This is an optimization exercise on Yosys and OpenROAD, whose aim is small area, a short achievable clock period and few clock cycles, not a production implementation. At most, simulation tests tie the RTL to the original design; equivalence was not proved. Power and IR drop assume default switching activity.

main:
==> module alu16, before the edit <==
module alu16(CK, reset, start, instruction, inputR1, inputR2, outputR, busy, done);
	input [15:0] inputR1, inputR2;
	input [2:0] instruction;
	input CK, reset, start;
	output [15:0] outputR;
	output reg busy;
	output reg done;
	reg [15:0] ra, rb, rc;
	reg        st_alu, st_mul, st_pre, st_div;
	reg        sub, osel;
	reg [3:0]  cnt;
	wire go = start & ~busy;
	function [3:0] msb;
		input [15:0] v;
		integer i;
		begin
			msb = 4'd0;
			for (i = 0; i < 16; i = i + 1)
				if (v[i]) msb = i;
		end
	endfunction
	function [3:0] nib;
		input [15:0] v;
		begin
			nib[3] = |v[15:12];
			nib[2] = |v[15:8];
			nib[1] = |v[15:4];
			nib[0] = |v;
		end
	endfunction
	wire        m   = ~st_mul | rb[0];
	wire [15:0] Q   = sub ? ~rb : (ra & {16{m}});
	wire        cin = sub | st_pre;
	wire [17:0] S2  = {1'b0, rc, 1'b1} + {1'b0, Q, cin};
	wire [15:0] S   = S2[16:1];
	wire        ge  = S2[17];
	wire [3:0]  pa = msb(rc);
	wire [3:0]  pb = msb(rb);
	wire        zb = (rb == 16'd0);
	wire        triv = (pa < pb);
	wire [3:0]  d  = pa - pb;
	wire [3:0]  na = nib(inputR1);
	wire [3:0]  nb = nib(inputR2);
	wire        sw = ((na & ~nb) == 4'd0);    
	wire [15:0] mc = sw ? inputR2 : inputR1;  
	wire [15:0] mp = sw ? inputR1 : inputR2;  
	wire        mul1 = (mp[15:1] == 15'd0);   
	wire        dv0  = ((nb & ~na) != 4'd0);  
	wire        fast = ((instruction == 3'b010) & mul1) | (((instruction == 3'b011) | (instruction == 3'b100)) & dv0);
	assign outputR = osel ? ra : rc;
	always @(posedge CK) begin
		if (reset) begin
			busy   <= 1'b0;
			done   <= 1'b0;
			st_alu <= 1'b0;
			st_mul <= 1'b0;
			st_pre <= 1'b0;
			st_div <= 1'b0;
		end
		else begin
			done <= 1'b0;
			if (go) begin
				sub  <= (instruction == 3'b001);
				osel <= (instruction == 3'b100);
				case (instruction)
					3'b000: begin ra <= inputR1; rc <= inputR2; end
					3'b001: begin rb <= inputR1; rc <= 16'd0; end
					3'b010: begin
						ra <= {mc[14:0], 1'b0};
						rb <= {1'b0, mp[15:1]};
						rc <= mc & {16{mp[0]}};
					end
					3'b011, 3'b100: begin ra <= 16'd0; rb <= inputR2; rc <= inputR1; end
					3'b101: rc <= inputR1 & inputR2;
					3'b110: rc <= inputR1 | inputR2;
					default: rc <= 16'd0;
				endcase
				st_alu <= (instruction == 3'b000) | (instruction == 3'b001);
				st_mul <= (instruction == 3'b010) & ~mul1;
				st_pre <= ((instruction == 3'b011) | (instruction == 3'b100)) & ~dv0;
				busy   <= ((instruction[2] == 1'b0) | (instruction == 3'b100)) & ~fast;
				done   <= ((instruction[2] == 1'b1) & (instruction != 3'b100)) | fast;
			end
			else if (st_alu) begin
				rc     <= S;
				st_alu <= 1'b0;
				busy   <= 1'b0;
				done   <= 1'b1;
			end
			else if (st_mul) begin
				rc <= S;
				ra <= ra << 1;
				rb <= rb >> 1;
				if (rb[15:1] == 15'd0) begin
					st_mul <= 1'b0;
					busy   <= 1'b0;
					done   <= 1'b1;
				end
			end
			else if (st_pre) begin
				st_pre <= 1'b0;
				if (zb) begin
					rc   <= S;
					ra   <= 16'hffff;
					busy <= 1'b0;
					done <= 1'b1;
				end
				else if (triv) begin
					busy <= 1'b0;
					done <= 1'b1;
				end
				else begin
					rb     <= rb << d;
					cnt    <= d;
					sub    <= 1'b1;
					st_div <= 1'b1;
				end
			end
			else if (st_div) begin
				if (ge) rc <= S;
				ra  <= {ra[14:0], ge};
				rb  <= rb >> 1;
				cnt <= cnt - 4'd1;
				if (cnt == 4'd0) begin
					st_div <= 1'b0;
					busy   <= 1'b0;
					done   <= 1'b1;
				end
			end
		end
	end
endmodule
Settings: LEC_CHECK=0, CAP_MARGIN=20, CORE_MARGIN=2, CORE_UTILIZATION=40, SETUP_SLACK_MARGIN=3.8, SLEW_MARGIN=20; clock period 7.5 ns.
run.sh (not shown) runs the stock make flow with config.mk's settings and CLKGATE_MAP_FILE= SYNTH_SCRIPT=/design/flow/synth_recipe.tcl, a recipe that flattens the netlist after the stock synthesis.
[inputs] the feature branch vs main
--- a/flow/design.v
+++ b/flow/design.v
@@ -8,8 +8,9 @@
 	reg [15:0] ra, rb, rc;
 	reg        st_alu, st_mul, st_pre, st_div;
 	reg        sub, osel;
 	reg [3:0]  cnt;
+	reg        triv;
 	wire go = start & ~busy;
 	function [3:0] msb;
 		input [15:0] v;
 		integer i;
@@ -33,13 +34,11 @@
 	wire        cin = sub | st_pre;
 	wire [17:0] S2  = {1'b0, rc, 1'b1} + {1'b0, Q, cin};
 	wire [15:0] S   = S2[16:1];
 	wire        ge  = S2[17];
-	wire [3:0]  pa = msb(rc);
-	wire [3:0]  pb = msb(rb);
+	wire [3:0]  pa = msb(inputR1);
+	wire [3:0]  pb = msb(inputR2);
 	wire        zb = (rb == 16'd0);
-	wire        triv = (pa < pb);
-	wire [3:0]  d  = pa - pb;
 	wire [3:0]  na = nib(inputR1);
 	wire [3:0]  nb = nib(inputR2);
 	wire        sw = ((na & ~nb) == 4'd0);    
 	wire [15:0] mc = sw ? inputR2 : inputR1;  
@@ -69,9 +68,15 @@
 						ra <= {mc[14:0], 1'b0};
 						rb <= {1'b0, mp[15:1]};
 						rc <= mc & {16{mp[0]}};
 					end
-					3'b011, 3'b100: begin ra <= 16'd0; rb <= inputR2; rc <= inputR1; end
+					3'b011, 3'b100: begin
+						ra   <= 16'd0;
+						rb   <= inputR2;
+						rc   <= inputR1;
+						cnt  <= pa - pb;
+						triv <= (pa < pb);
+					end
 					3'b101: rc <= inputR1 & inputR2;
 					3'b110: rc <= inputR1 | inputR2;
 					default: rc <= 16'd0;
 				endcase
@@ -109,10 +114,9 @@
 					busy <= 1'b0;
 					done <= 1'b1;
 				end
 				else begin
-					rb     <= rb << d;
-					cnt    <= d;
+					rb     <= rb << cnt;
 					sub    <= 1'b1;
 					st_div <= 1'b1;
 				end
 			end
==> summary.txt <==
Between main and the feature branch, the flow reports post-synth net total increasing slightly. The feature branch vs. main: final net count went down by 14. Changes observed in the feature branch relative to main: hold slack shows a reduction of 0.066 ns; die area went down 600 sq um; global-route wire length before repair has decreased; minimum clock period shows an increase of 0.051 ns. Compared to main, the feature branch has share of power burned in combinational logic 7.5 points lower. Compare the feature branch and main | fraction of area in multi-input gates higher: main. Adder and majority cell fraction of the synthesized area in the feature branch is 0.37 points above main. Relative to main, total power after layout decreased by about 9% in the feature branch.
No functional check of the RTL was part of any run of this note.

Setup of run 2:
The RTL this note starts from:
==> flow/design.v <==
module alu16(CK, reset, start, instruction, inputR1, inputR2, outputR, busy, done);
	input [15:0] inputR1, inputR2;
	input [2:0] instruction;
	input CK, reset, start;
	output [15:0] outputR;
	output reg busy;
	output reg done;
	reg [15:0] ra, rb, rc;
	reg        st_alu, st_mul, st_pre, st_div;
	reg        sub, osel;
	reg [3:0]  cnt;
	reg        triv;
	wire go = start & ~busy;
	function [3:0] msb;
		input [15:0] v;
		integer i;
		begin
			msb = 4'd0;
			for (i = 0; i < 16; i = i + 1)
				if (v[i]) msb = i;
		end
	endfunction
	function [3:0] nib;
		input [15:0] v;
		begin
			nib[3] = |v[15:12];
			nib[2] = |v[15:8];
			nib[1] = |v[15:4];
			nib[0] = |v;
		end
	endfunction
	wire [15:0] mq  = (~st_mul | rb[0]) ? ra : (rb[1] ? {ra[14:0], 1'b0} : 16'd0);
	wire [15:0] Q   = sub ? ~rb : mq;
	wire        m1  = (rb[1:0] == 2'b11);     
	wire        cin = sub | st_pre;
	wire [17:0] S2  = {1'b0, rc, 1'b1} + {1'b0, Q, cin};
	wire [15:0] S   = S2[16:1];
	wire        ge  = S2[17];
	wire [3:0]  pa = msb(inputR1);
	wire [3:0]  pb = msb(inputR2);
	wire        zb = (rb == 16'd0);
	wire [3:0]  na = nib(inputR1);
	wire [3:0]  nb = nib(inputR2);
	wire        t1   = (inputR2[1:0] == 2'b11);   
	wire        mul1 = t1 ? (inputR2[15:1] == 15'd0) : (inputR2[15:2] == 14'd0);  
	wire        dv0  = ((nb & ~na) != 4'd0);  
	wire        fast = ((instruction == 3'b010) & mul1) | (((instruction == 3'b011) | (instruction == 3'b100)) & dv0);
	assign outputR = osel ? ra : rc;
	always @(posedge CK) begin
		if (reset) begin
			busy   <= 1'b0;
			done   <= 1'b0;
			st_alu <= 1'b0;
			st_mul <= 1'b0;
			st_pre <= 1'b0;
			st_div <= 1'b0;
		end
		else begin
			done <= 1'b0;
			if (go) begin
				sub  <= (instruction == 3'b001);
				osel <= (instruction == 3'b100);
				case (instruction)
					3'b000: begin ra <= inputR1; rc <= inputR2; end
					3'b001: begin rb <= inputR1; rc <= 16'd0; end
					3'b010: begin
						ra <= t1 ? {inputR1[14:0], 1'b0} : {inputR1[13:0], 2'b00};
						rb <= t1 ? {1'b0, inputR2[15:1]} : {2'b00, inputR2[15:2]};
						rc <= inputR2[0] ? inputR1 : (inputR2[1] ? {inputR1[14:0], 1'b0} : 16'd0);
					end
					3'b011, 3'b100: begin
						ra   <= 16'd0;
						rb   <= inputR2;
						rc   <= inputR1;
						cnt  <= pa - pb;
						triv <= (pa < pb);
					end
					3'b101: rc <= inputR1 & inputR2;
					3'b110: rc <= inputR1 | inputR2;
					default: rc <= 16'd0;
				endcase
				st_alu <= (instruction == 3'b000) | (instruction == 3'b001);
				st_mul <= (instruction == 3'b010) & ~mul1;
				st_pre <= ((instruction == 3'b011) | (instruction == 3'b100)) & ~dv0;
				busy   <= ((instruction[2] == 1'b0) | (instruction == 3'b100)) & ~fast;
				done   <= ((instruction[2] == 1'b1) & (instruction != 3'b100)) | fast;
			end
			else if (st_alu) begin
				rc     <= S;
				st_alu <= 1'b0;
				busy   <= 1'b0;
				done   <= 1'b1;
			end
			else if (st_mul) begin
				rc <= S;
				ra <= m1 ? {ra[14:0], 1'b0} : {ra[13:0], 2'b00};
				rb <= m1 ? {1'b0, rb[15:1]} : {2'b00, rb[15:2]};
				if (m1 ? (rb[15:1] == 15'd0) : (rb[15:2] == 14'd0)) begin
					st_mul <= 1'b0;
					busy   <= 1'b0;
					done   <= 1'b1;
				end
			end
			else if (st_pre) begin
				st_pre <= 1'b0;
				if (zb) begin
					rc   <= S;
					ra   <= 16'hffff;
					busy <= 1'b0;
					done <= 1'b1;
				end
				else if (triv) begin
					busy <= 1'b0;
					done <= 1'b1;
				end
				else begin
					rb     <= rb << cnt;
					sub    <= 1'b1;
					st_div <= 1'b1;
				end
			end
			else if (st_div) begin
				if (ge) rc <= S;
				ra  <= {ra[14:0], ge};
				rb  <= rb >> 1;
				cnt <= cnt - 4'd1;
				if (cnt == 4'd0) begin
					st_div <= 1'b0;
					busy   <= 1'b0;
					done   <= 1'b1;
				end
			end
		end
	end
endmodule
Settings: LEC_CHECK=0, CAP_MARGIN=20, CORE_MARGIN=2, CORE_UTILIZATION=65, PLACE_DENSITY=0.75, SETUP_SLACK_MARGIN=4.1, SLEW_MARGIN=20; clock period 7.5 ns.
standard.sh (not shown) runs the stock make flow with config.mk's settings and CLKGATE_MAP_FILE= SYNTH_SCRIPT=/design/flow/synth_recipe.tcl, a recipe that flattens the netlist after the stock synthesis.
==> flow/flow/run.sh <==
#!/bin/bash
# Standard layout, with the port buffers built from a regular buffer cell
# instead of the delay cell the resizer picks by default.
export BUFFER_PORTS_ARGS="-buffer_cell sky130_fd_sc_hd__buf_4"
bash standard.sh > standard.log 2>&1
Testbench counts of run 2, summed over its fixed seeds: cycles 20,712.
The inputs of run 3 differ from those of run 2 as listed below.
==> flow/design.v <==
module alu16(CK, reset, start, instruction, inputR1, inputR2, outputR, busy, done);
	input [15:0] inputR1, inputR2;
	input [2:0] instruction;
	input CK, reset, start;
	output [15:0] outputR;
	output reg busy;
	output reg done;
	reg [15:0] ra, rb, rc;
	reg        st_alu, st_mul, st_pre, st_div;
	reg        sub, osel;
	reg [3:0]  cnt;
	reg        triv;
	wire go = start & ~busy;
	function [3:0] msb;
		input [15:0] v;
		integer i;
		begin
			msb = 4'd0;
			for (i = 0; i < 16; i = i + 1)
				if (v[i]) msb = i;
		end
	endfunction
	function [3:0] nib;
		input [15:0] v;
		begin
			nib[3] = |v[15:12];
			nib[2] = |v[15:8];
			nib[1] = |v[15:4];
			nib[0] = |v;
		end
	endfunction
	wire        m   = ~st_mul | rb[0];
	wire [15:0] Q   = sub ? ~rb : (ra & {16{m}});
	wire        cin = sub | st_pre;
	wire [17:0] S2  = {1'b0, rc, 1'b1} + {1'b0, Q, cin};
	wire [15:0] S   = S2[16:1];
	wire        ge  = S2[17];
	wire [3:0]  pa = msb(inputR1);
	wire [3:0]  pb = msb(inputR2);
	wire        zb = (rb == 16'd0);
	wire [3:0]  na = nib(inputR1);
	wire [3:0]  nb = nib(inputR2);
	wire        sw = ~na[2] | nb[2];          
	wire [15:0] mc = sw ? inputR2 : inputR1;  
	wire [15:0] mp = sw ? inputR1 : inputR2;  
	wire        mul1 = (mp[15:1] == 15'd0);   
	wire        dv0  = ((nb & ~na) != 4'd0);  
	wire        fast = ((instruction == 3'b010) & mul1) | (((instruction == 3'b011) | (instruction == 3'b100)) & dv0);
	assign outputR = osel ? ra : rc;
	always @(posedge CK) begin
		if (reset) begin
			busy   <= 1'b0;
			done   <= 1'b0;
			st_alu <= 1'b0;
			st_mul <= 1'b0;
			st_pre <= 1'b0;
			st_div <= 1'b0;
		end
		else begin
			done <= 1'b0;
			if (go) begin
				sub  <= (instruction == 3'b001);
				osel <= (instruction == 3'b100);
				case (instruction)
					3'b000: begin ra <= inputR1; rc <= inputR2; end
					3'b001: begin rb <= inputR1; rc <= 16'd0; end
					3'b010: begin
						ra <= {mc[14:0], 1'b0};
						rb <= {1'b0, mp[15:1]};
						rc <= mc & {16{mp[0]}};
					end
					3'b011, 3'b100: begin
						ra   <= 16'd0;
						rb   <= inputR2;
						rc   <= inputR1;
						cnt  <= pa - pb;
						triv <= (pa < pb);
					end
					3'b101: rc <= inputR1 & inputR2;
					3'b110: rc <= inputR1 | inputR2;
					default: rc <= 16'd0;
				endcase
				st_alu <= (instruction == 3'b000) | (instruction == 3'b001);
				st_mul <= (instruction == 3'b010) & ~mul1;
				st_pre <= ((instruction == 3'b011) | (instruction == 3'b100)) & ~dv0;
				busy   <= ((instruction[2] == 1'b0) | (instruction == 3'b100)) & ~fast;
				done   <= ((instruction[2] == 1'b1) & (instruction != 3'b100)) | fast;
			end
			else if (st_alu) begin
				rc     <= S;
				st_alu <= 1'b0;
				busy   <= 1'b0;
				done   <= 1'b1;
			end
			else if (st_mul) begin
				rc <= S;
				ra <= ra << 1;
				rb <= rb >> 1;
				if (rb[15:1] == 15'd0) begin
					st_mul <= 1'b0;
					busy   <= 1'b0;
					done   <= 1'b1;
				end
			end
			else if (st_pre) begin
				st_pre <= 1'b0;
				if (zb) begin
					rc   <= S;
					ra   <= 16'hffff;
					busy <= 1'b0;
					done <= 1'b1;
				end
				else if (triv) begin
					busy <= 1'b0;
					done <= 1'b1;
				end
				else begin
					rb     <= rb << cnt;
					sub    <= 1'b1;
					st_div <= 1'b1;
				end
			end
			else if (st_div) begin
				if (ge) rc <= S;
				ra  <= {ra[14:0], ge};
				rb  <= rb >> 1;
				cnt <= cnt - 4'd1;
				if (cnt == 4'd0) begin
					st_div <= 1'b0;
					busy   <= 1'b0;
					done   <= 1'b1;
				end
			end
		end
	end
endmodule
==> summary.txt <==
Both conditions hold for run 3: the flow ran to the end and the final layout passed the timing, design-rule and antenna checks. Taking run 2 as the reference, in run 3 total number of multi-input combinational cells decreased by 6.5% relative to the old numbers; non-clock buffer share of cell area now larger; global placer's final weighted congestion decreased 0.026; via count shows a reduction of 4.1%. When run 3 is set beside run 2, its initial core utilization turns out to be 0.62 points larger. Total power after layout of run 3 falls short of that of run 2 by a few percent. Run 3 vs run 2: internal power down by a few percent.
Testbench counts of run 3, summed over its fixed seeds: cycles 21,521.

## port drivers added, routing unchanged
How much do the figures lean on ideal ports? The routed layouts below were timed once more, with nothing changed but the port constraints. Step 1: set_driving_cell puts a clkbuf_16 on CK and a buf_2 on each other input, an assumption about the parent block. Step 2, shift: input delay + t, output delay - t, t = (earliest + latest rising clock arrival at the registers) / 2. This alone moves slack from input paths to output paths. Three values: ideal, step 1, step 2; two values: the first two.
run	t (ns)	setup WS [ns]	clock arrival spread, ns
main	0.382	3.801 / 3.764 / 3.446	0.010 / 0.010
the feature branch	0.377	3.750 / 3.755 / 3.378	0.008 / 0.008
run 2	0.381	4.074 / 4.083 / 3.702	0.014 / 0.014
run 3	0.373	4.083 / 4.070 / 3.696	0.015 / 0.015
After both steps every run listed still meets setup and hold. The setup slack of run 3, which loses most, moves by -0.013 ns with the drivers and by -0.387 ns with both steps.
